What follows belongs to an exercise in optimizing a design on an open flow for small area; a production flow would make more cautious choices. Only simulation tests tie the RTL to the original design; equivalence was not proved. No run shown here takes its clock network from TritonCTS; it comes from the design's own scripts or RTL. The flow treats the clock pin as an ideal source. Dropping or thinning the clock tree relies on that and would not hold on a real chip. No activity file was given, so power comes from the tool's default toggle rates.

<file path="flow/config.mk">
export PLATFORM = sky130hd
export DESIGN_NAME = VGAanimatedObject
export DESIGN_NICKNAME = VGAanimatedObject
export VERILOG_FILES = /design/flow/design.v
export SDC_FILE = /design/flow/constraint.sdc
export NUM_CORES = 4
export LEC_CHECK = 0
export CAP_MARGIN = 20
export CORE_MARGIN = 2
export CORE_UTILIZATION = 70
export SLEW_MARGIN = 20
</file>
<file path="flow/constraint.sdc">
create_clock -name core_clock -period 10.0 [get_ports {clk}]
set_input_delay 2.0000 -clock core_clock [delete_from_list [all_inputs] [get_ports {clk}]]
set_output_delay 2.0000 -clock core_clock [all_outputs]
set_load 0.01 [all_outputs]
</file>
<file path="flow/design.v">
module vgaSync (clk, rst, hsync, vsync, video_on, pixel_x, pixel_y,
                x_step, y_step);
input         clk, rst;
output        hsync, vsync, video_on;
output  [9:0] pixel_x, pixel_y;
output        x_step;    
output        y_step;    
reg    [11:0] t;
reg     [9:0] v;
reg           h_sync, v_sync;
wire    [9:0] h = t[11:2];
wire          t_end = t[11] & t[10] & (&t[6:0]);    
wire          v_end = v[9] & v[3] & v[2];            
reg    [11:0] t_inc;
reg     [9:0] v_inc;
reg           c;
integer       i;
always @(*) begin
  c = 1'b1;
  for (i = 0; i < 12; i = i + 1) begin
    t_inc[i] = t[i] ^ c;
    c = t[i] & c;
  end
  c = t_end;
  for (i = 0; i < 10; i = i + 1) begin
    v_inc[i] = v[i] ^ c;
    c = v[i] & c;
  end
end
wire          v_clr = t_end & v_end;
always @(posedge clk) begin
  if (rst) begin
    t <= 12'd3;
    v <= 10'd0;
    h_sync <= 1'b0;
    v_sync <= 1'b0;
  end else begin
    t <= {t_inc[11:10] & {2{~t_end}}, t_inc[9:8], t_inc[7] & ~t_end, t_inc[6:0]};
    v <= {v_inc[9] & ~v_clr, v_inc[8:4], v_inc[3:2] & {2{~v_clr}}, v_inc[1], v_inc[0] & ~v_clr};
    h_sync <= h[9] & h[7] & (h[6] | h[5] | h[4]) & ~(h[6] & h[5] & h[4]);  
    v_sync <= v[9] & ~v[3] & ~v[2] & (v[1] ^ v[0]);                        
  end
end
assign hsync = h_sync;
assign vsync = v_sync;
assign video_on = ~(h[9] & (h[8] | h[7])) & ~(v[9] | (&v[8:5]));   
assign pixel_x = h;
assign pixel_y = v;
wire          h_odd_end = &t[2:0];
assign x_step = (h_odd_end & ~(h[9] & (h[8] | h[7]))) | (h[9] & h[7] & ~h[6] & ~(h[5] & h[4]));
assign y_step = (t_end & v[0] & ~(v[9] | (&v[8:5]))) |
                ((&v[8:5]) & ~(|v[4:0]) & h_odd_end & (~h[9] | ~(|h[8:5])));
endmodule
module pixelGeneration (clk, rst, switch, pixel_x, pixel_y, push,
                        x_step, y_step, video_on, rgb);
input               clk, rst, switch;
input       [9:  0] pixel_x, pixel_y;
input               x_step, y_step;
input               video_on;
input       [3:  0] push;
output      [2:  0] rgb;
localparam [16:0] R0 = 17'h00000;
localparam [16:0] R_LAST = 17'h0f4f8;
reg  [16:0] r;
reg  [2:0]  q;
reg         s;
wire        r_end = (r == R_LAST);
wire        ge_mid = switch ? q[2] : (|q);                                    
wire        ge_max = switch ? (&q & r_end) : (q[2] | q[1] | (q[0] & r_end));  
wire        slow_en = ~rst & ~s & ge_mid;
wire        r_clr = rst | ge_max | r_end;
wire        q_clr = rst | ge_max;
wire [2:0]  q_inc = {q[2] ^ (q[1] & q[0] & r_end), q[1] ^ (q[0] & r_end), q[0] ^ r_end};
always @(posedge clk) begin
  r <= {~(r[15:0] | {16{r_clr}}), (r[16] ^ r[13]) & ~r_clr};    
  q <= q_inc & {3{~q_clr}};
  s <= ~rst & ge_mid;
end
reg  [3:0]  push_q1;
reg         mv_y, mv_x, mv_dec;
wire [3:0]  d_next = push & push_q1;
always @(posedge clk) begin
  if (rst) begin
    push_q1 <= 4'd0;
    mv_y <= 1'b0;
    mv_x <= 1'b0;
    mv_dec <= 1'b0;
  end else if (slow_en) begin
    push_q1 <= push;
    mv_y <= d_next[0] | d_next[3];
    mv_x <= d_next[2] | d_next[1];
    mv_dec <= ~d_next[0] & (d_next[3] | d_next[2]);
  end
end
reg  [8:0]  rx, ry;
wire        move_y = slow_en & mv_y;
wire        move_x = slow_en & ~mv_y & mv_x;
wire [8:0]  kx = step_const(x_step, move_x, mv_dec);
wire [8:0]  ky = step_const(y_step, move_y, mv_dec);
function [8:0] step_const;
  input       step, mv, dec;
  begin
    case ({step, mv, dec})
      3'b100:  step_const = 9'd1;
      3'b101:  step_const = 9'd1;
      3'b011:  step_const = 9'd5;
      3'b010:  step_const = 9'd507;
      3'b111:  step_const = 9'd6;
      3'b110:  step_const = 9'd508;
      default: step_const = 9'd0;
    endcase
  end
endfunction
reg  [8:0]  rx_sum, ry_sum;
reg         cx, cy;
integer     i;
always @(*) begin
  cx = 1'b0;
  cy = 1'b0;
  for (i = 0; i < 9; i = i + 1) begin
    rx_sum[i] = rx[i] ^ kx[i] ^ cx;
    cx = (rx[i] & kx[i]) | ((rx[i] ^ kx[i]) & cx);
    ry_sum[i] = ry[i] ^ ky[i] ^ cy;
    cy = (ry[i] & ky[i]) | ((ry[i] ^ ky[i]) & cy);
  end
end
always @(posedge clk) begin
  if (rst) begin
    rx <= 9'd352;    
    ry <= 9'd402;    
  end else begin
    rx <= rx_sum;
    ry <= ry_sum;
  end
end
function le5;
  input [4:0] a, b;
  integer j;
  reg l;
  begin
    l = 1'b1;
    for (j = 0; j < 5; j = j + 1)
      l = (~a[j] & b[j]) | (~(a[j] ^ b[j]) & l);
    le5 = l;
  end
endfunction
wire        x_on = (rx[8:5] == 4'd0) & ~(rx[4] & (rx[3] | rx[2])) & ((|rx[4:0]) | pixel_x[0]) &
                   ((|pixel_x[9:6]) | le5(rx[4:0], pixel_x[5:1]));
wire        y_on = (ry[8:5] == 4'd0) & ~(ry[4] & (ry[3] | ry[2])) & ((|ry[4:0]) | pixel_y[0]) &
                   ((|pixel_y[9:6]) | le5(ry[4:0], pixel_y[5:1]));
wire        square_on = x_on & y_on;
assign rgb = {1'b0, video_on & square_on, video_on & ~square_on};
endmodule
module VGAanimatedObject (clk, rst, switch, push, hsync, vsync, rgb);
input         clk, rst;
input         switch;
input   [3:0] push;
output        hsync, vsync;
output  [2:0] rgb;
wire          video_on;
wire    [9:0] pixel_x, pixel_y;
wire          x_step, y_step;
vgaSync vgaSync(
  .clk(clk),
  .rst(rst),
  .hsync(hsync),
  .vsync(vsync),
  .video_on(video_on),
  .pixel_x(pixel_x),
  .pixel_y(pixel_y),
  .x_step(x_step),
  .y_step(y_step)
);
pixelGeneration pixelGeneration(
  .clk(clk),
  .rst(rst),
  .push(push),
  .switch(switch),
  .pixel_x(pixel_x),
  .pixel_y(pixel_y),
  .x_step(x_step),
  .y_step(y_step),
  .video_on(video_on),
  .rgb(rgb)
);
endmodule
</file>
<file path="flow/flow/run.sh">
#!/bin/bash
# Layout flow: the standard ORFS flow (standard.sh) with three changes.
#  1. After the standard synthesis, the logic between the flip-flops is mapped
#     again by ABC for area (flow/resyn.tcl); the flip-flops stay as the
#     standard synthesis made them. flow/equiv.tcl proves the new netlist
#     equal to the standard one, else the standard netlist is kept.
#  2. Ports are buffered with buf_1.
#  3. The clock tree is four clock buffers, one per quarter of the flip-flops,
#     made by flow/pre_cts.tcl in place of TritonCTS's H-tree.
# Each tool's output goes to a log file in this folder (ORFS's steps also log
# to orfs/logs/).
set -euo pipefail
here=$(pwd)
res=$here/orfs/results/$FLOW_PLATFORM/VGAanimatedObject/base
YOSYS=$(command -v yosys || echo "$FLOW_HOME/../tools/install/yosys/bin/yosys")
export RESYN_LIB=$FLOW_HOME/platforms/$FLOW_PLATFORM/lib/sky130_fd_sc_hd__tt_025C_1v80.lib
export RESYN_DONT_USE=$(awk '/^export DONT_USE_CELLS/{on=1} on{print; if ($0 !~ /\\$/) on=0}' \
  "$FLOW_HOME/platforms/$FLOW_PLATFORM/config.mk" | grep -o 'sky130_fd_sc_hd__[a-z0-9_]*' | tr '\n' ' ')
export RESYN_SCRIPT=$here/flow/area.abc
export RESYN_IN=$here/std_netlist.v
export RESYN_OUT=$here/resyn_netlist.v
export MANUAL_CTS_GROUPS=4
export MANUAL_CTS_BUF=sky130_fd_sc_hd__clkbuf_8
export MANUAL_CTS_ROOT=

bash standard.sh synth > make_synth.log 2>&1
cp "$res/1_2_yosys.v" "$RESYN_IN"
if "$YOSYS" -c flow/resyn.tcl > yosys_resyn.log 2>&1 &&
   "$YOSYS" -c flow/equiv.tcl > yosys_equiv.log 2>&1; then
  echo "using the re-mapped netlist" > resyn_choice.txt
  cp "$RESYN_OUT" "$res/1_2_yosys.v"
else
  echo "re-mapping failed or was not proven: keeping the standard netlist" > resyn_choice.txt
fi

bash standard.sh \
  "BUFFER_PORTS_ARGS=-buffer_cell sky130_fd_sc_hd__buf_1" \
  "PRE_CTS_TCL=$here/flow/pre_cts.tcl" \
  finish > make_finish.log 2>&1
</file>
<file path="flow/flow/area.abc">
strash
&get -n
&deepsyn -T 60
&put
amap
topo
</file>
<file path="flow/flow/equiv.tcl">
# Proves that the re-mapped netlist does what the standard synthesis netlist
# does: the flip-flops are the same and matched by name, so each flip-flop
# input and each output is proven equal as a function of flip-flop outputs
# and inputs. env: RESYN_LIB, RESYN_IN (gold), RESYN_OUT (gate)
yosys -import
read_liberty -ignore_miss_func $::env(RESYN_LIB)
read_verilog $::env(RESYN_IN)
yosys rename $::env(FLOW_TOP) gold
read_verilog $::env(RESYN_OUT)
yosys rename $::env(FLOW_TOP) gate
flatten gold gate
yosys rename -hide w:_*
opt_clean -purge
equiv_make gold gate equiv
hierarchy -top equiv
equiv_simple -seq 2
equiv_induct -seq 2
equiv_status -assert
</file>
<file path="flow/flow/manual_cts.tcl">
# Hand-made clock tree: split the flip-flops into NGROUPS groups of equal size
# by position (recursive bisection) and drive each group from its own clock
# buffer at the group's centre. The group buffers hang off the clock port, or
# off one root buffer when ROOTCELL is given.
proc my_manual_cts {ngroups bufcell {rootcell ""}} {
  set block [ord::get_db_block]
  set dbu [$block getDbUnitsPerMicron]
  set pts {}
  foreach pin [get_pins -hierarchical */CLK] {
    set inst [[sta::sta_to_db_pin $pin] getInst]
    set bb [$inst getBBox]
    lappend pts [list [expr {([$bb xMin] + [$bb xMax]) / 2}] [expr {([$bb yMin] + [$bb yMax]) / 2}] [get_full_name $pin]]
  }
  set groups [my_bisect $pts $ngroups]
  set cs {}
  foreach g $groups {
    set sx 0; set sy 0
    foreach p $g { incr sx [lindex $p 0]; incr sy [lindex $p 1] }
    set m [expr {max(1, [llength $g])}]
    lappend cs [list [expr {$sx / $m}] [expr {$sy / $m}]]
  }
  set src clk
  if {$rootcell ne ""} {
    insert_buffer -buffer_cell $rootcell -net clk -buffer_name clkbuf_root -net_name clknet_root
    set rootinst ""
    foreach inst [$block getInsts] {
      if {[string match clkbuf_root* [$inst getName]]} { set rootinst $inst }
    }
    set src [[[$rootinst findITerm X] getNet] getName]
    set sx 0; set sy 0; set m 0
    foreach c $cs { incr sx [lindex $c 0]; incr sy [lindex $c 1]; incr m }
    $rootinst setLocation [expr {$sx / $m}] [expr {$sy / $m}]
    puts "root buffer [$rootinst getName] drives net $src"
  }
  set k 0
  foreach g $groups c $cs {
    if {![llength $g]} continue
    set pins {}
    foreach p $g { lappend pins [get_pins [lindex $p 2]] }
    set x [expr {[lindex $c 0] / double($dbu)}]
    set y [expr {[lindex $c 1] / double($dbu)}]
    puts "clock group $k: [llength $pins] sinks at $x $y"
    insert_buffer -buffer_cell $bufcell -net $src -load_pins $pins -location [list $x $y] \
      -buffer_name clkbuf_leaf_$k -net_name clknet_leaf_$k
    incr k
  }
}

proc my_bisect {pts ngroups} {
  if {$ngroups <= 1} { return [list $pts] }
  set xs {}; set ys {}
  foreach p $pts { lappend xs [lindex $p 0]; lappend ys [lindex $p 1] }
  set xs [lsort -integer $xs]; set ys [lsort -integer $ys]
  set ax [expr {([lindex $xs end] - [lindex $xs 0]) >= ([lindex $ys end] - [lindex $ys 0]) ? 0 : 1}]
  set pts [lsort -integer -index $ax $pts]
  set g1 [expr {$ngroups / 2}]
  set n1 [expr {int(round([llength $pts] * double($g1) / $ngroups))}]
  return [concat [my_bisect [lrange $pts 0 [expr {$n1 - 1}]] $g1] \
                 [my_bisect [lrange $pts $n1 end] [expr {$ngroups - $g1}]]]
}
</file>
<file path="flow/flow/pre_cts.tcl">
# Sourced by ORFS's cts.tcl (PRE_CTS_TCL) before clock_tree_synthesis: put a
# few clock buffers in by hand, then make the clock_tree_synthesis call that
# follows a no-op.
source [file join [file dirname [info script]] manual_cts.tcl]
my_manual_cts $::env(MANUAL_CTS_GROUPS) $::env(MANUAL_CTS_BUF) $::env(MANUAL_CTS_ROOT)
rename clock_tree_synthesis ""
proc clock_tree_synthesis {args} { puts "clock buffers were placed by pre_cts.tcl" }
</file>
<file path="flow/flow/resyn.tcl">
# Area-driven re-mapping of the standard synthesis netlist's logic.
# The flip-flops are kept as they are (same cells, same names); every other
# cell is opened up into its liberty function and mapped again by ABC with an
# area script (the standard synthesis maps for speed).
# env: RESYN_LIB (liberty), RESYN_IN, RESYN_OUT, RESYN_SCRIPT, RESYN_DONT_USE
yosys -import
read_liberty -ignore_miss_func $::env(RESYN_LIB)
blackbox sky130_fd_sc_hd__dfxtp_1
read_verilog $::env(RESYN_IN)
hierarchy -top $::env(FLOW_TOP)
flatten
opt_clean -purge
set dont_use {}
foreach c $::env(RESYN_DONT_USE) { lappend dont_use -dont_use $c }
abc -script $::env(RESYN_SCRIPT) -liberty $::env(RESYN_LIB) {*}$dont_use
opt_clean -purge
splitnets
opt_clean -purge
hilomap -singleton -hicell sky130_fd_sc_hd__conb_1 HI -locell sky130_fd_sc_hd__conb_1 LO
insbuf -buf sky130_fd_sc_hd__buf_1 A X
yosys rename -hide w:_*
opt_clean -purge
tee -o resyn_stat.txt stat -liberty $::env(RESYN_LIB)
write_verilog -noattr -nohex -nodec $::env(RESYN_OUT)
</file>
<file path="flow/standard.sh">
#!/bin/bash
# synth_recipe.tcl (not shown) runs the flow's synth.tcl, then flattens the netlist and writes it again
# the make line also repeats each setting of config.mk as NAME=value (left out here)
make -C /OpenROAD-flow-scripts/flow DESIGN_CONFIG=/design/flow/config.mk WORK_HOME=/design/flow/orfs CLKGATE_MAP_FILE= SYNTH_SCRIPT=/design/flow/synth_recipe.tcl "${@:-finish}"
</file>
==> reports/summary.txt, run 1 <==
outcome = no timing/DRC/antenna violations
Worst setup SP type = input pin
worst path arrival time = 6.25 ns
Via Count = 2,461
aggregate global routing overflow = 0
Nets = 382
final WL = 5.58 mm
Stages on worst setup path = 24
cts repair resizes = 0
largest net degree at the start of global routing = 24
final instance area = 0.00302 sq mm
critical-path maximum fanout = 23
Final period util = 61.6%
RSZ-0062 raised after global routing = false
Worst slew margin = 55.2%
Antenna Nets Post-Route = 0
DR vias/cell = 5.82
total global routing track utilization = 25.3%
Final Hold Fails = 0
Area Overhead vs Synth = 5.55%
Initial Util = 72.1%
max_cap viols = 0
dpl ws = 3.71 ns
Post-DP Area = 0.00297 sq mm
crit-path leading delay family = simple AND/OR/NAND/NOR gates
Leak = 0.00109 uW
clock-pin slew on the worst setup and hold paths = 0.10 ns
synthesized area = 0.00286 sq mm
clk latency of the worst-skew pair = 0.16 ns
Syn Area/Cell = 7.97 sq um
Hold Path Depth = 1
pwr dens = 139 mW/mm^2
antenna violations before repair = 0
crit path time final = 6.16 ns
worst r2r path cells = 28
Slew Limit Fails = 0
Die Y = 68.0 microns
Die Wd = 68.0 microns
hold_buf cts = 0
max incr delay on CP = 0.37 ns
RD Place Congestion = 0.808
final worst slack = 3.84 ns
post-synthesis net count = 366
first-pass GRT wire length = 9.31 mm
worst path cell trace = buf_1 > buf_4 > clkinv_1 > o21ai_0 > nor2_1 > clkinv_1 > nor2_1 > clkinv_1 > nor2_1 > clkinv_1 > nand2_1 > a21oi_1 > o22a_1 > a31o_1 > nor2_1 > nor2_1 > nor4_1 > or2_0 > o21a_1 > nor3b_1 > nor2_1 > a21oi_1 > nor3_1 > a21oi_1
crit path capture type = flip-flop
DRC = 0
PortBufs = 10
DRT iter0 DRCs = 156
vias in the first global route = 2,168
share of cells above drive strength 1 = 1.34%
Clock Skew = 0.00786 ns
Post-CTS Setup Repair Bufs = 0
total die area = 0.00462 sq mm
drt first pass iters = 4
Setup-failing EPs final = 0
Slowest cell on crit path = clkinv_1
Pwr Total = 419 uW
most used cell, CP = nor2_1
min-delay worst type = flip-flop to flip-flop
row count = 23
final setup TNS = 0 ns
Mapped Cells = 359
worst vdd ir = 0.112 mV
DP Wirelength = 4.16 mm
Top Ports = 12
count of buffer and inverter cells on the critical path = 6
Setup CP Type = input pin to flip-flop
Filler Cell Count = 305
WL/cell = 13.2 microns
Antenna Cells = 0
pin slew with the least headroom to its limit = 0.666 ns
core area = 0.00397 sq mm
warning count from the yosys run = 2
max frequency = 162 MHz
CP required = 10.09 ns
## path summary, 6_finish.rpt
kind | start | endpoint | slack, ns
max | rst | pixelGeneration.ry[8]$_SDFF_PP1_ | 3.84
min | pixelGeneration.r[5]$_DFF_P_ | pixelGeneration.r[6]$_DFF_P_ | 0.41
max reg2reg | vgaSync.t[0]$_SDFF_PP1_ | pixelGeneration.ry[8]$_SDFF_PP1_ | 5.09
min reg2reg | pixelGeneration.r[5]$_DFF_P_ | pixelGeneration.r[6]$_DFF_P_ | 0.41
## area by class of cell, without the clock buffers
| class | instances | area [sq um] | share of cell area [%] |
|---|---|---|---|
| well taps | 50 | 62.6 | 2.07 |
| multi-input cells | 238 | 1270 | 42.0 |
| inverters | 50 | 188 | 6.21 |
| repair buffers | 11 | 45.0 | 1.49 |
| flip-flops and latches | 70 | 1400 | 46.4 |
## flip-flops by register name, summed over array words and instances, names as in the netlist, 3 cells and up
signal / cells
pixelGeneration.push_q1: 4
pixelGeneration.rx: 9
vgaSync.t: 12
pixelGeneration.q: 3
pixelGeneration.r: 17
vgaSync.v: 10
pixelGeneration.ry: 9
## worst reg2reg max path: cells and delay by family (launching register included)
family                 cells  cell delay, ns
AND/OR/NAND/NOR           18            2.81
AO/OA/AOI/OAI              8            1.42
buffers and inverters      2            0.23
flip-flops                 1            0.36
## where the power goes
group          switching, uW  internal [uW]  total, uW
logic                   13.9           8.69       22.6
registers               5.52            287        293
clock network           66.2           37.2        103
## per-layer routing
metal | up-vias | track usage, % | wire [microns]
li1 | 1283 | - | -
met1 | 1126 | 33.8 | 2550
met2 | 46 | 46.2 | 2740
met3 | 6 | 1.97 | 256
met4 | 0 | 2.50 | 30
met5 | - | 0 | 0
## placed cells by master, fill, tap and decap left out, types with 5 or more instances in the layout
| master | n |
|---|---|
| nand3_1 | 6 |
| a21oi_1 | 22 |
| o21ai_0 | 19 |
| dfxtp_1 | 70 |
| nand2_1 | 24 |
| o22ai_1 | 10 |
| o211a_1 | 5 |
| nor3_1 | 12 |
| nor2_1 | 76 |
| a211oi_1 | 14 |
| clkinv_1 | 50 |
| buf_1 | 10 |
## through the flow
step                std cells  utilization, %  hold slack [ns]
floorplan                 359               -            0.376
global placement          419            74.7            0.387
detailed placement        419            74.7            0.396
CTS                       423            76.1            0.393
global route              423            76.1            0.437
finish                    423            76.1            0.408
==> run 2, diff against run 1 <==
==> flow/flow/run.sh (replaced) <==
#!/bin/bash
# Layout flow: the standard ORFS flow (standard.sh) with three changes.
#  1. After the standard synthesis, the logic between the flip-flops is mapped
#     again by ABC for area (flow/resyn.tcl, three runs: flow/area*.abc);
#     the flip-flops stay as the
#     standard synthesis made them. flow/equiv.tcl proves each new netlist
#     equal to the standard one; the smallest proven one is used, else the
#     standard netlist is kept.
#  2. Ports are buffered with buf_1.
#  3. The clock tree is four clock buffers, one per quarter of the flip-flops,
#     made by flow/pre_cts.tcl in place of TritonCTS's H-tree.
# Each tool's output goes to a log file in this folder (ORFS's steps also log
# to orfs/logs/).
set -euo pipefail
here=$(pwd)
res=$here/orfs/results/$FLOW_PLATFORM/VGAanimatedObject/base
YOSYS=$(command -v yosys || echo "$FLOW_HOME/../tools/install/yosys/bin/yosys")
export RESYN_LIB=$FLOW_HOME/platforms/$FLOW_PLATFORM/lib/sky130_fd_sc_hd__tt_025C_1v80.lib
export RESYN_DONT_USE=$(awk '/^export DONT_USE_CELLS/{on=1} on{print; if ($0 !~ /\\$/) on=0}' \
  "$FLOW_HOME/platforms/$FLOW_PLATFORM/config.mk" | grep -o 'sky130_fd_sc_hd__[a-z0-9_]*' | tr '\n' ' ')
export MANUAL_CTS_GROUPS=4
export MANUAL_CTS_BUF=sky130_fd_sc_hd__clkbuf_8
export MANUAL_CTS_ROOT=

bash standard.sh synth > make_synth.log 2>&1
export RESYN_IN=$here/std_netlist.v
cp "$res/1_2_yosys.v" "$RESYN_IN"
# Three ABC runs from different starting points, side by side; the smallest
# netlist that is proven equal to the standard one is used.
best=""
best_area=""
for k in area area_s1 area_b; do
  (
    export RESYN_SCRIPT=$here/flow/$k.abc RESYN_OUT=$here/resyn_$k.v RESYN_STAT=$here/resyn_stat_$k.txt
    "$YOSYS" -c flow/resyn.tcl > yosys_resyn_$k.log 2>&1 &&
      "$YOSYS" -c flow/equiv.tcl > yosys_equiv_$k.log 2>&1 &&
      touch resyn_ok_$k
  ) &
done
wait
for k in area area_s1 area_b; do
  if [[ -f resyn_ok_$k ]]; then
    a=$(awk '/Chip area/ {print $NF}' resyn_stat_$k.txt)
    echo "$k: $a" >> resyn_choice.txt
    if [[ -z "$best" ]] || awk -v a="$a" -v b="$best_area" 'BEGIN {exit !(a < b)}'; then
      best=$k; best_area=$a
    fi
  else
    echo "$k: failed or not proven" >> resyn_choice.txt
  fi
done
if [[ -n "$best" ]]; then
  echo "using resyn_$best.v" >> resyn_choice.txt
  cp "$here/resyn_$best.v" "$res/1_2_yosys.v"
else
  echo "keeping the standard netlist" >> resyn_choice.txt
fi

bash standard.sh \
  "BUFFER_PORTS_ARGS=-buffer_cell sky130_fd_sc_hd__buf_1" \
  "PRE_CTS_TCL=$here/flow/pre_cts.tcl" \
  finish > make_finish.log 2>&1
==> flow/flow/area_b.abc (new file) <==
strash
balance
&get -n
&deepsyn -T 60
&put
amap
topo
==> flow/flow/area_s1.abc (new file) <==
strash
&get -n
&deepsyn -T 60 -S 1
&put
amap
topo
--- a/flow/flow/resyn.tcl
+++ b/flow/flow/resyn.tcl
@@ -20,5 +20,5 @@
 insbuf -buf sky130_fd_sc_hd__buf_1 A X
 yosys rename -hide w:_*
 opt_clean -purge
-tee -o resyn_stat.txt stat -liberty $::env(RESYN_LIB)
+tee -o $::env(RESYN_STAT) stat -liberty $::env(RESYN_LIB)
 write_verilog -noattr -nohex -nodec $::env(RESYN_OUT)
==> reports/summary.txt, run 2 <==
most frequent cells in the layout = nor2_1, dfxtp_1, clkinv_1 (unchanged)
Antenna Nets Post-Route = 0 (unchanged)
Initial Util = 72.2% (was 72.1%)
Via Count = 2,454 (was 2,461)
core area = 0.00394 sq mm (was 0.00397 sq mm)
DRT iter0 DRCs = 186 (was 156)
Die Y = 67.8 microns (was 68.0 microns)
Hold Path Depth = 1 (unchanged)
Top Ports = 12 (unchanged)
Nets = 379 (was 382)
setup slack, reg-to-reg = 5.87 ns (was 5.09 ns)
dpl ws = 3.33 ns (was 3.71 ns)
Worst setup SP type = input pin (unchanged)
Die Wd = 67.8 microns (was 68.0 microns)
antenna violations before repair = 0 (unchanged)
Final period util = 65.1% (was 61.6%)
Post-CTS Setup Repair Bufs = 0 (unchanged)
commonest non-fill, non-tap cell in the layout = nor2_1 (unchanged)
total die area = 0.00459 sq mm (was 0.00462 sq mm)
clk latency of the worst-skew pair = 0.16 ns (about the same)
Final Hold Fails = 0 (unchanged)
DP Wirelength = 4.01 mm (was 4.16 mm)
clock-pin slew on the worst setup and hold paths = 0.10 ns (about the same)
DRC = 0 (unchanged)
pin slew with the least headroom to its limit = 0.968 ns (was 0.666 ns)
most used cell, CP = nor2_1 (unchanged)
max incr delay on CP = 0.90 ns (was 0.37 ns)
hold path start = pixelGeneration.r[2]$_DFF_P_ (was pixelGeneration.r[5]$_DFF_P_)
Setup CP Type = input pin to flip-flop (unchanged)
row count = 23 (unchanged)
aggregate global routing overflow = 0 (unchanged)
Area Overhead vs Synth = 5.32% (was 5.55%)
Biggest register = pixelGeneration.r (unchanged)
warning count from the yosys run = 2 (unchanged)
Antenna Cells = 0 (unchanged)
first-pass GRT wire length = 8.94 mm (was 9.31 mm)
post-synthesis net count = 364 (was 366)
Placed Instances = 416 (was 419)
final setup TNS = 0 ns (unchanged)
hold_buf cts = 0 (unchanged)
Slew Limit Fails = 0 (unchanged)
Clock Skew = 0.00896 ns (was 0.00786 ns)
total global routing track utilization = 24.3% (was 25.3%)
vias in the first global route = 2,093 (was 2,168)
Setup-failing EPs final = 0 (unchanged)
Post-Layout Cell Count = 420 (was 423)
Slowest cell on crit path = clkinv_1 (unchanged)
min-delay worst type = flip-flop to flip-flop (unchanged)
WL/cell = 12.8 microns (was 13.2 microns)
final worst slack = 3.49 ns (was 3.84 ns)
DR vias/cell = 5.84 (was 5.82)
PortBufs = 10 (unchanged)
crit path capture type = flip-flop (unchanged)
pwr dens = 137 mW/mm^2 (was 139 mW/mm^2)
final WL = 5.37 mm (was 5.58 mm)
share of cells above drive strength 1 = 1.08% (was 1.34%)
worst path arrival time = 6.56 ns (was 6.25 ns)
drt first pass iters = 4 (unchanged)
critical-path maximum fanout = 25 (was 23)
worst flop-to-flop path endpoint = pixelGeneration.ry[7]$_SDFF_PP1_ (was pixelGeneration.ry[8]$_SDFF_PP1_)
RD Place Congestion = 0.861 (was 0.808)
r2r startpoint = vgaSync.t[0]$_SDFF_PP1_ (unchanged)
outcome = no timing/DRC/antenna violations (unchanged)
largest net degree at the start of global routing = 26 (was 24)
Syn Area/Cell = 7.97 sq um (about the same)
synthesized area = 0.00285 sq mm (was 0.00286 sq mm)
max_cap viols = 0 (unchanged)
Largest register FFs = 17 (unchanged)
cts repair resizes = 0 (unchanged)
max frequency = 154 MHz (was 162 MHz)
RSZ-0062 raised after global routing = false (unchanged)
Hold Path End = pixelGeneration.r[3]$_DFF_P_ (was pixelGeneration.r[6]$_DFF_P_)
Mapped Cells = 357 (was 359)
worst r2r path cells = 19 (was 28)
Worst slew margin = 35.5% (was 55.2%)
largest registers = pixelGeneration.r: 17 flops, vgaSync.t: 12 flops, vgaSync.v: 10 flops (unchanged)
Leak = 0.00108 uW (was 0.00109 uW)
CP required = 10.05 ns (was 10.09 ns)
crit path time final = 6.51 ns (was 6.16 ns)
worst vdd ir = 0.130 mV (was 0.112 mV)
worst path cell trace = buf_1 > clkinv_1 > o21ai_0 > nor2_1 > nand3_1 > nor2_1 > a21oi_1 > nor2_1 > a21oi_1 > nor2_1 > nor2_1 > nor2_1 > a21oi_1 > a21oi_1 > and3_1 > nand2_1 > nand2_1 > nand2_1 > nor2_1 > o22ai_1 > nor2_1 > a21oi_1 > o21ai_0 (was buf_1 > buf_4 > clkinv_1 > o21ai_0 > nor2_1 > clkinv_1 > nor2_1 > clkinv_1 > nor2_1 > clkinv_1 > nand2_1 > a21oi_1 > o22a_1 > a31o_1 > nor2_1 > nor2_1 > nor4_1 > or2_0 > o21a_1 > nor3b_1 > nor2_1 > a21oi_1 > nor3_1 > a21oi_1)
## run 2: cell count changes in the layout (fill, tap and decap cells not counted), sizes merged, moves of 3 or more
cell	change
o211ai	+4
nand2	+11
a211oi	-4
a22oi	+3
o22ai	-6
clkinv	-9
## run 2: how the worst max path moves through the flow
| stage | from | to | slack [ns] | cells past startpoint |
|---|---|---|---|---|
| after floorplan | rst | pixelGeneration.rx[8]$_SDFF_PP1_ | 5.13 | 21 |
| after global placement | rst | pixelGeneration.rx[8]$_SDFF_PP1_ | 3.56 | 23 |
| after detailed placement | rst | pixelGeneration.rx[8]$_SDFF_PP1_ | 3.33 | 23 |
| after CTS | rst | pixelGeneration.rx[8]$_SDFF_PP1_ | 3.36 | 23 |
| after global routing | rst | pixelGeneration.rx[8]$_SDFF_PP1_ | 2.92 | 23 |
| final | rst | pixelGeneration.rx[8]$_SDFF_PP1_ | 3.49 | 23 |
## run 2: cell type report, without the clock buffers
cell class | count | area [sq um]
Timing Repair Buffer | 10 | 37.5
Sequential cell | 70 | 1400
Multi-Input combinational cell | 245 | 1290
Tap cell | 50 | 62.6
Fill cell | 309 | 946
Inverter | 41 | 154
## run 2: layer usage
layer / global-route usage, % / vias up / wire [microns]
met3: 2.17 / 11 / 167
met4: 4.34 / 0 / 100
met2: 42.0 / 40 / 2470
li1: - / 1282 / -
met1: 33.4 / 1121 / 2620
met5: 0 / - / 0
## run 2: metrics by stage
stage	power, uW	hold WS, ns	util (%)	instance area [sq um]
2_1_floorplan	307	0.376	-	2850
3_3_place_gp	313	0.390	74.6	2940
3_5_place_dp	314	0.392	74.6	2940
4_1_cts	393	0.392	76.0	3000
5_1_grt	426	0.429	76.0	3000
6_report	412	0.410	76.0	3000
## run 2: critical path, delay by kind of cell
family	cells	cell delay, ns
buf+inv	2	1.60
simple gates	13	1.40
compound gates	8	1.55
## run 2: power breakdown
| group | switching, uW | internal [uW] | total (uW) |
|---|---|---|---|
| clock | 66.7 | 37.2 | 104 |
| sequential | 4.28 | 286 | 290 |
| combinational | 11.3 | 6.36 | 17.7 |
| total | 82.3 | 329 | 412 |
==> run 3, diff against run 2 <==
--- a/flow/flow/run.sh
+++ b/flow/flow/run.sh
@@ -1,7 +1,7 @@
 #!/bin/bash
 # Layout flow: the standard ORFS flow (standard.sh) with three changes.
 #  1. After the standard synthesis, the logic between the flip-flops is mapped
-#     again by ABC for area (flow/resyn.tcl, three runs: flow/area*.abc);
+#     again by ABC for area (flow/resyn.tcl, six runs: flow/area*.abc);
 #     the flip-flops stay as the
 #     standard synthesis made them. flow/equiv.tcl proves each new netlist
 #     equal to the standard one; the smallest proven one is used, else the
@@ -25,11 +25,11 @@
 bash standard.sh synth > make_synth.log 2>&1
 export RESYN_IN=$here/std_netlist.v
 cp "$res/1_2_yosys.v" "$RESYN_IN"
-# Three ABC runs from different starting points, side by side; the smallest
+# Six ABC runs from different starting points, side by side; the smallest
 # netlist that is proven equal to the standard one is used.
 best=""
 best_area=""
-for k in area area_s1 area_b; do
+for k in area area_s1 area_s2 area_s3 area_s4 area_b; do
   (
     export RESYN_SCRIPT=$here/flow/$k.abc RESYN_OUT=$here/resyn_$k.v RESYN_STAT=$here/resyn_stat_$k.txt
     "$YOSYS" -c flow/resyn.tcl > yosys_resyn_$k.log 2>&1 &&
@@ -38,7 +38,7 @@
   ) &
 done
 wait
-for k in area area_s1 area_b; do
+for k in area area_s1 area_s2 area_s3 area_s4 area_b; do
   if [[ -f resyn_ok_$k ]]; then
     a=$(awk '/Chip area/ {print $NF}' resyn_stat_$k.txt)
     echo "$k: $a" >> resyn_choice.txt
==> flow/flow/area_s2.abc (new file) <==
strash
&get -n
&deepsyn -T 60 -S 2
&put
amap
topo
==> flow/flow/area_s3.abc (new file) <==
strash
&get -n
&deepsyn -T 60 -S 3
&put
amap
topo
==> flow/flow/area_s4.abc (new file) <==
strash
&get -n
&deepsyn -T 60 -S 4
&put
amap
topo
==> reports/summary.txt, run 3 <==
outcome = no timing/DRC/antenna violations (unchanged)
Post-Layout Cell Count = 422 (was 420)
warning count from the yosys run = 2 (unchanged)
max incr delay on CP = 0.45 ns (was 0.90 ns)
crit path capture type = flip-flop (unchanged)
core area = 0.00397 sq mm (was 0.00394 sq mm)
Die Wd = 67.9 microns (was 67.8 microns)
cts repair resizes = 0 (unchanged)
largest registers = pixelGeneration.r: 17 flops, vgaSync.t: 12 flops, vgaSync.v: 10 flops (unchanged)
Antenna Cells = 0 (unchanged)
critical-path maximum fanout = 29 (was 25)
Initial Util = 71.9% (was 72.2%)
setup slack, reg-to-reg = 5.77 ns (was 5.87 ns)
Critical Path Source = rst (unchanged)
RSZ-0062 raised after global routing = false (unchanged)
Top Usage Layer GRT = met2 (unchanged)
Slew Limit Fails = 0 (unchanged)
Area Overhead vs Synth = 5.57% (was 5.32%)
M1 GR Usage = 29.9% (was 33.4%)
Biggest register = pixelGeneration.r (unchanged)
CP required = 10.06 ns (was 10.05 ns)
pwr dens = 137 mW/mm^2 (about the same)
Slowest cell on crit path = clkinv_1 (unchanged)
Clk pwr share = 25.5% (was 25.2%)
Antenna Nets Post-Route = 0 (unchanged)
Syn Area/Cell = 7.97 sq um (about the same)
dpl ws = 3.81 ns (was 3.33 ns)
row count = 23 (unchanged)
final setup TNS = 0 ns (unchanged)
P_sw = 84.6 uW (was 82.3 uW)
Post-CTS Setup Repair Bufs = 0 (unchanged)
min-delay worst type = flip-flop to flip-flop (unchanged)
Final Hold Fails = 0 (unchanged)
Worst slew margin = 47.1% (was 35.5%)
final worst slack = 3.98 ns (was 3.49 ns)
worst path arrival time = 6.08 ns (was 6.56 ns)
Leak = 0.00103 uW (was 0.00108 uW)
Hold Path Depth = 1 (unchanged)
GR Util met3 = 2.14% (was 2.17%)
Largest register FFs = 17 (unchanged)
worst flop-to-flop path endpoint = pixelGeneration.ry[8]$_SDFF_PP1_ (was pixelGeneration.ry[7]$_SDFF_PP1_)
worst path cell trace = buf_1 > buf_4 > clkinv_1 > o21ai_0 > nor2_1 > clkinv_1 > nor3_1 > clkinv_1 > o21ai_0 > o311ai_0 > nor2_1 > clkinv_1 > nand2_1 > nand2b_1 > nand2_1 > nand2_1 > or3_1 > o21ai_0 > nand2_1 > nor2_1 > nor2_1 > o21ai_0 > a21oi_1 (was buf_1 > clkinv_1 > o21ai_0 > nor2_1 > nand3_1 > nor2_1 > a21oi_1 > nor2_1 > a21oi_1 > nor2_1 > nor2_1 > nor2_1 > a21oi_1 > a21oi_1 > and3_1 > nand2_1 > nand2_1 > nand2_1 > nor2_1 > o22ai_1 > nor2_1 > a21oi_1 > o21ai_0)
vias in the first global route = 2,233 (was 2,093)
Setup CP Type = input pin to flip-flop (unchanged)
commonest non-fill, non-tap cell in the layout = nor2_1 (unchanged)
drt first pass iters = 4 (unchanged)
clock-pin slew on the worst setup and hold paths = 0.11 ns (was 0.10 ns)
DRC = 0 (unchanged)
share of cells above drive strength 1 = 1.34% (was 1.08%)
largest net degree at the start of global routing = 30 (was 26)
worst vdd ir = 0.134 mV (was 0.130 mV)
max_cap viols = 0 (unchanged)
antenna violations before repair = 0 (unchanged)
final WL = 5.55 mm (was 5.37 mm)
DP Wirelength = 4.13 mm (was 4.01 mm)
hold path start = pixelGeneration.r[2]$_DFF_P_ (unchanged)
DRT iter0 DRCs = 108 (was 186)
internal power = 330 uW (was 329 uW)
post-synthesis net count = 365 (was 364)
first-pass GRT wire length = 9.00 mm (was 8.94 mm)
PortBufs = 10 (unchanged)
worst r2r path cells = 27 (was 19)
Final period util = 60.2% (was 65.1%)
clk latency of the worst-skew pair = 0.16 ns (about the same)
DR vias/cell = 5.83 (was 5.84)
part of the power in registers = 70.0% (was 70.5%)
hold_buf cts = 0 (unchanged)
max frequency = 166 MHz (was 154 MHz)
Clock Skew = 0.0108 ns (was 0.00896 ns)
RD Place Congestion = 0.832 (was 0.861)
Top Ports = 12 (unchanged)
most frequent cells in the layout = nor2_1, dfxtp_1, clkinv_1 (unchanged)
Setup-failing EPs final = 0 (unchanged)
fraction of power spent switching nets = 20.4% (was 20.0%)
WL/cell = 13.2 microns (was 12.8 microns)
synthesized area = 0.00285 sq mm (about the same)
total die area = 0.00460 sq mm (was 0.00459 sq mm)
Nets = 381 (was 379)
crit path to = pixelGeneration.rx[7]$_SDFF_PP0_ (was pixelGeneration.rx[8]$_SDFF_PP1_)
Placed Instances = 418 (was 416)
pin slew with the least headroom to its limit = 0.789 ns (was 0.968 ns)
aggregate global routing overflow = 0 (unchanged)
grt met2 use = 46.0% (was 42.0%)
total global routing track utilization = 24.2% (was 24.3%)
Worst setup SP type = input pin (unchanged)
Logic pwr share = 4.4% (was 4.3%)
Die Y = 67.9 microns (was 67.8 microns)
r2r startpoint = vgaSync.t[0]$_SDFF_PP1_ (unchanged)
Via Count = 2,462 (was 2,454)
crit path time final = 6.02 ns (was 6.51 ns)
Mapped Cells = 358 (was 357)
run 3: worst min-delay path by stage:
stage	endpoint	slack [ns]
after detailed placement	vgaSync.t[0]$_SDFF_PP1_	0.39
after CTS	vgaSync.t[0]$_SDFF_PP1_	0.39
after global placement	vgaSync.t[0]$_SDFF_PP1_	0.39
after floorplan	vgaSync.t[0]$_SDFF_PP1_	0.38
after global routing	pixelGeneration.r[3]$_DFF_P_	0.42
final	pixelGeneration.r[3]$_DFF_P_	0.40
run 3: power groups by stage:
stage	Clock [uW]	Combinational, uW	Sequential [uW]
floorplan	0	12.7	295
global placement	0	17.9	296
detailed placement	0	18.4	297
CTS	79.1	18.5	297
global route	111	20.9	291
finish	106	18.3	290
run 3: cell type report, without the clock buffers:
type / instances / area (sq um)
Timing Repair Buffer: 11 / 45.0
Fill cell: 309 / 958
Inverter: 49 / 184
Multi-Input combinational cell: 238 / 1260
Tap cell: 50 / 62.6
Sequential cell: 70 / 1400
run 3: through the flow:
step           area (sq um)  power [uW]  hold WS, ns  util [%]
5_1_grt                3010         423        0.424      75.9
3_5_place_dp           2960         315        0.393      74.5
2_1_floorplan          2850         308        0.376         -
3_3_place_gp           2960         314        0.387      74.5
4_1_cts                3010         394        0.394      75.9
6_report               3010         414        0.403      75.9
run 3: routing by layer:
metal	routed length, microns	vias to the layer above	share of wire [%]
met5	0	-	0
met4	63	0	1.1
met3	119	7	2.1
met2	2700	23	49
met1	2670	1138	48
li1	-	1294	-
run 3: critical path, delay by kind of cell:
kind	cells	cell delay, ns
simple gates	11	1.84
compound gates	6	0.92
buf+inv	6	1.30
==> run 4, diff against run 3 <==
==> flow/flow/area.abc (replaced) <==
strash
&get -n
&deepsyn -T 240
&put
amap
topo
==> flow/flow/area_b.abc (replaced) <==
strash
balance
&get -n
&deepsyn -T 240
&put
amap
topo
==> flow/flow/area_s1.abc (replaced) <==
strash
&get -n
&deepsyn -T 240 -S 1
&put
amap
topo
==> flow/flow/area_s2.abc (replaced) <==
strash
&get -n
&deepsyn -T 240 -S 2
&put
amap
topo
==> flow/flow/area_s3.abc (replaced) <==
strash
&get -n
&deepsyn -T 240 -S 3
&put
amap
topo
==> flow/flow/area_s4.abc (replaced) <==
strash
&get -n
&deepsyn -T 240 -S 4
&put
amap
topo
==> reports/summary.txt, run 4 <==
P_sw = 82.3 uW (was 84.6 uW)
commonest non-fill, non-tap cell in the layout = nor2_1 (unchanged)
total global routing track utilization = 24.3% (was 24.2%)
share of cells above drive strength 1 = 1.08% (was 1.34%)
internal power = 329 uW (was 330 uW)
most frequent cells in the layout = nor2_1, dfxtp_1, clkinv_1 (unchanged)
most used cell, CP = nor2_1
Top Ports = 12 (unchanged)
WL/cell = 12.8 microns (was 13.2 microns)
vias in the first global route = 2,093 (was 2,233)
post-synthesis net count = 364 (was 365)
Worst slew margin = 35.5% (was 47.1%)
area of the multi-input gates = 0.00129 sq mm (was 0.00126 sq mm)
warning count from the yosys run = 2 (unchanged)
crit path capture type = flip-flop (unchanged)
worst path cell trace = buf_1 > clkinv_1 > o21ai_0 > nor2_1 > nand3_1 > nor2_1 > a21oi_1 > nor2_1 > a21oi_1 > nor2_1 > nor2_1 > nor2_1 > a21oi_1 > a21oi_1 > and3_1 > nand2_1 > nand2_1 > nand2_1 > nor2_1 > o22ai_1 > nor2_1 > a21oi_1 > o21ai_0 (was buf_1 > buf_4 > clkinv_1 > o21ai_0 > nor2_1 > clkinv_1 > nor3_1 > clkinv_1 > o21ai_0 > o311ai_0 > nor2_1 > clkinv_1 > nand2_1 > nand2b_1 > nand2_1 > nand2_1 > or3_1 > o21ai_0 > nand2_1 > nor2_1 > nor2_1 > o21ai_0 > a21oi_1)
register area = 0.00140 sq mm (unchanged)
RD Place Congestion = 0.861 (was 0.832)
total die area = 0.00459 sq mm (was 0.00460 sq mm)
Die Y = 67.8 microns (was 67.9 microns)
pwr dens = 137 mW/mm^2 (about the same)
largest net degree at the start of global routing = 26 (was 30)
Post-CTS Setup Repair Bufs = 0 (unchanged)
Area Overhead vs Synth = 5.32% (was 5.57%)
Setup-failing EPs final = 0 (unchanged)
Antenna Nets Post-Route = 0 (unchanged)
aggregate global routing overflow = 0 (unchanged)
fin util = 76.0% (was 75.9%)
first-pass GRT wire length = 8.94 mm (was 9.00 mm)
Post-DP Area = 0.00294 sq mm (was 0.00296 sq mm)
outcome = no timing/DRC/antenna violations (unchanged)
crit path time final = 6.51 ns (was 6.02 ns)
crit-path leading delay family = buffers and inverters (was simple AND/OR/NAND/NOR gates)
drt first pass iters = 4 (unchanged)
clock-pin slew on the worst setup and hold paths = 0.10 ns (was 0.11 ns)
Filler Cell Count = 309 (unchanged)
Syn Area/Cell = 7.97 sq um (about the same)
core area = 0.00394 sq mm (was 0.00397 sq mm)
PortBufs = 10 (unchanged)
DRT iter0 DRCs = 186 (was 108)
part of the power in registers = 70.5% (was 70.0%)
DR vias/cell = 5.84 (was 5.83)
Slew Limit Fails = 0 (unchanged)
final setup TNS = 0 ns (unchanged)
Via Count = 2,454 (was 2,462)
worst vdd ir = 0.130 mV (was 0.134 mV)
CP required = 10.05 ns (was 10.06 ns)
Largest register FFs = 17 (unchanged)
hold_buf cts = 0 (unchanged)
Biggest register = pixelGeneration.r (unchanged)
cts repair resizes = 0 (unchanged)
Setup CP Type = input pin to flip-flop (unchanged)
RSZ-0062 raised after global routing = false (unchanged)
Slowest cell on crit path = clkinv_1 (unchanged)
max incr delay on CP = 0.90 ns (was 0.45 ns)
Leak = 0.00108 uW (was 0.00103 uW)
Clock Skew = 0.00896 ns (was 0.0108 ns)
largest registers = pixelGeneration.r: 17 flops, vgaSync.t: 12 flops, vgaSync.v: 10 flops (unchanged)
Clk pwr share = 25.2% (was 25.5%)
Worst setup SP type = input pin (unchanged)
Final period util = 65.1% (was 60.2%)
Antenna Cells = 0 (unchanged)
count of buffer and inverter cells on the critical path = 2 (was 6)
max frequency = 154 MHz (was 166 MHz)
Logic pwr share = 4.3% (was 4.4%)
clk latency of the worst-skew pair = 0.16 ns (about the same)
fraction of power spent switching nets = 20.0% (was 20.4%)
min-delay worst type = flip-flop to flip-flop (unchanged)
synthesized area = 0.00285 sq mm (about the same)
pin slew with the least headroom to its limit = 0.968 ns (was 0.789 ns)
row count = 23 (unchanged)
antenna violations before repair = 0 (unchanged)
Initial Util = 72.2% (was 71.9%)
max_cap viols = 0 (unchanged)
DP Wirelength = 4.01 mm (was 4.13 mm)
Nets = 379 (was 381)
worst path arrival time = 6.56 ns (was 6.08 ns)
Die Wd = 67.8 microns (was 67.9 microns)
final instance area = 0.00300 sq mm (was 0.00301 sq mm)
critical-path maximum fanout = 25 (was 29)
Mapped Cells = 357 (was 358)
Final Hold Fails = 0 (unchanged)
DRC = 0 (unchanged)
final WL = 5.37 mm (was 5.55 mm)
## run 4: area by class of cell, without the clock buffers
| class | instances | share of cell area, % |
|---|---|---|
| inverter | 41 | 5.14 |
| multi-input combinational | 245 | 42.9 |
| sequential | 70 | 46.8 |
| tap | 50 | 2.09 |
| timing repair buffer | 10 | 1.25 |
## run 4: final timing paths
| check | start | endpoint | slack, ns | cells past startpoint |
|---|---|---|---|---|
| max | rst | pixelGeneration.rx[8]$_SDFF_PP1_ | 3.49 | 23 |
| min | pixelGeneration.r[2]$_DFF_P_ | pixelGeneration.r[3]$_DFF_P_ | 0.41 | 1 |
| max reg2reg | vgaSync.t[0]$_SDFF_PP1_ | pixelGeneration.ry[7]$_SDFF_PP1_ | 5.87 | 19 |
| min reg2reg | pixelGeneration.r[2]$_DFF_P_ | pixelGeneration.r[3]$_DFF_P_ | 0.41 | 1 |
## run 4: power groups by stage
stage,logic (uW),clock network (uW),registers (uW)
after global routing,20.0,115,291
after floorplan,12.2,0,295
after CTS,17.6,79.1,297
after detailed placement,17.5,0,297
final,17.7,104,290
after global placement,16.9,0,296
## run 4: worst reg2reg max path: stages, from the launching register on
cell	delay [ns]
dfxtp_1	0.36
and2_0	0.21
nand2_1	0.16
nor3_1	0.32
nand2_1	0.15
nor2_1	0.17
clkinv_1	0.14
nor3_1	0.47
nand2_1	0.21
o32ai_1	0.39
nor2_1	0.14
a21oi_1	0.26
o21ai_0	0.14
nor2_1	0.15
a31oi_1	0.07
nor2_1	0.23
nand4_1	0.14
nor2b_1	0.17
nand2_1	0.07
o211ai_1	0.07
## run 4: metal layers
metal	share of wire, %	track usage [%]	vias up
li1	-	-	1282
met1	49	33.4	1121
met2	46	42.0	40
met3	3.1	2.17	11
met4	1.9	4.34	0
met5	0	0	-
## run 4: stage by stage
stage          setup WS (ns)  cells  hold WS, ns  total power [uW]
6_report                3.49    420        0.410               412
5_1_grt                 2.92    420        0.429               426
4_1_cts                 3.36    420        0.392               393
3_5_place_dp            3.33    416        0.392               314
3_3_place_gp            3.56    416        0.390               313
2_1_floorplan           5.13    357        0.376               307

[what the ideal ports hide]
How much do the figures lean on ideal ports? The routed layouts below were timed once more, with nothing changed but the port constraints.
Step 1: set_driving_cell puts a clkbuf_16 on clk and a buf_2 on each other input, an assumption about the parent block.
Step 2 times the ports against the registers' clock, not the clock port: input delays grow and output delays shrink by t, the midpoint of the rising clock arrivals with the driver on.
Three values: ideal ports, drivers, drivers and shift; two values: the first two.
run | shift t [ns] | setup WS [ns] | slew at the worst register clock pin (ns) | pins driven straight from the clock port
run 1 | 0.212 | 3.841 / 3.877 / 3.665 | 0.10 / 0.10 | 4
run 2 | 0.211 | 3.491 / 3.516 / 3.304 | 0.10 / 0.10 | 4
run 3 | 0.214 | 3.981 / 4.018 / 3.803 | 0.11 / 0.11 | 4
run 4 | 0.211 | 3.491 / 3.516 / 3.304 | 0.10 / 0.10 | 4
After both steps every run listed still meets setup and hold.
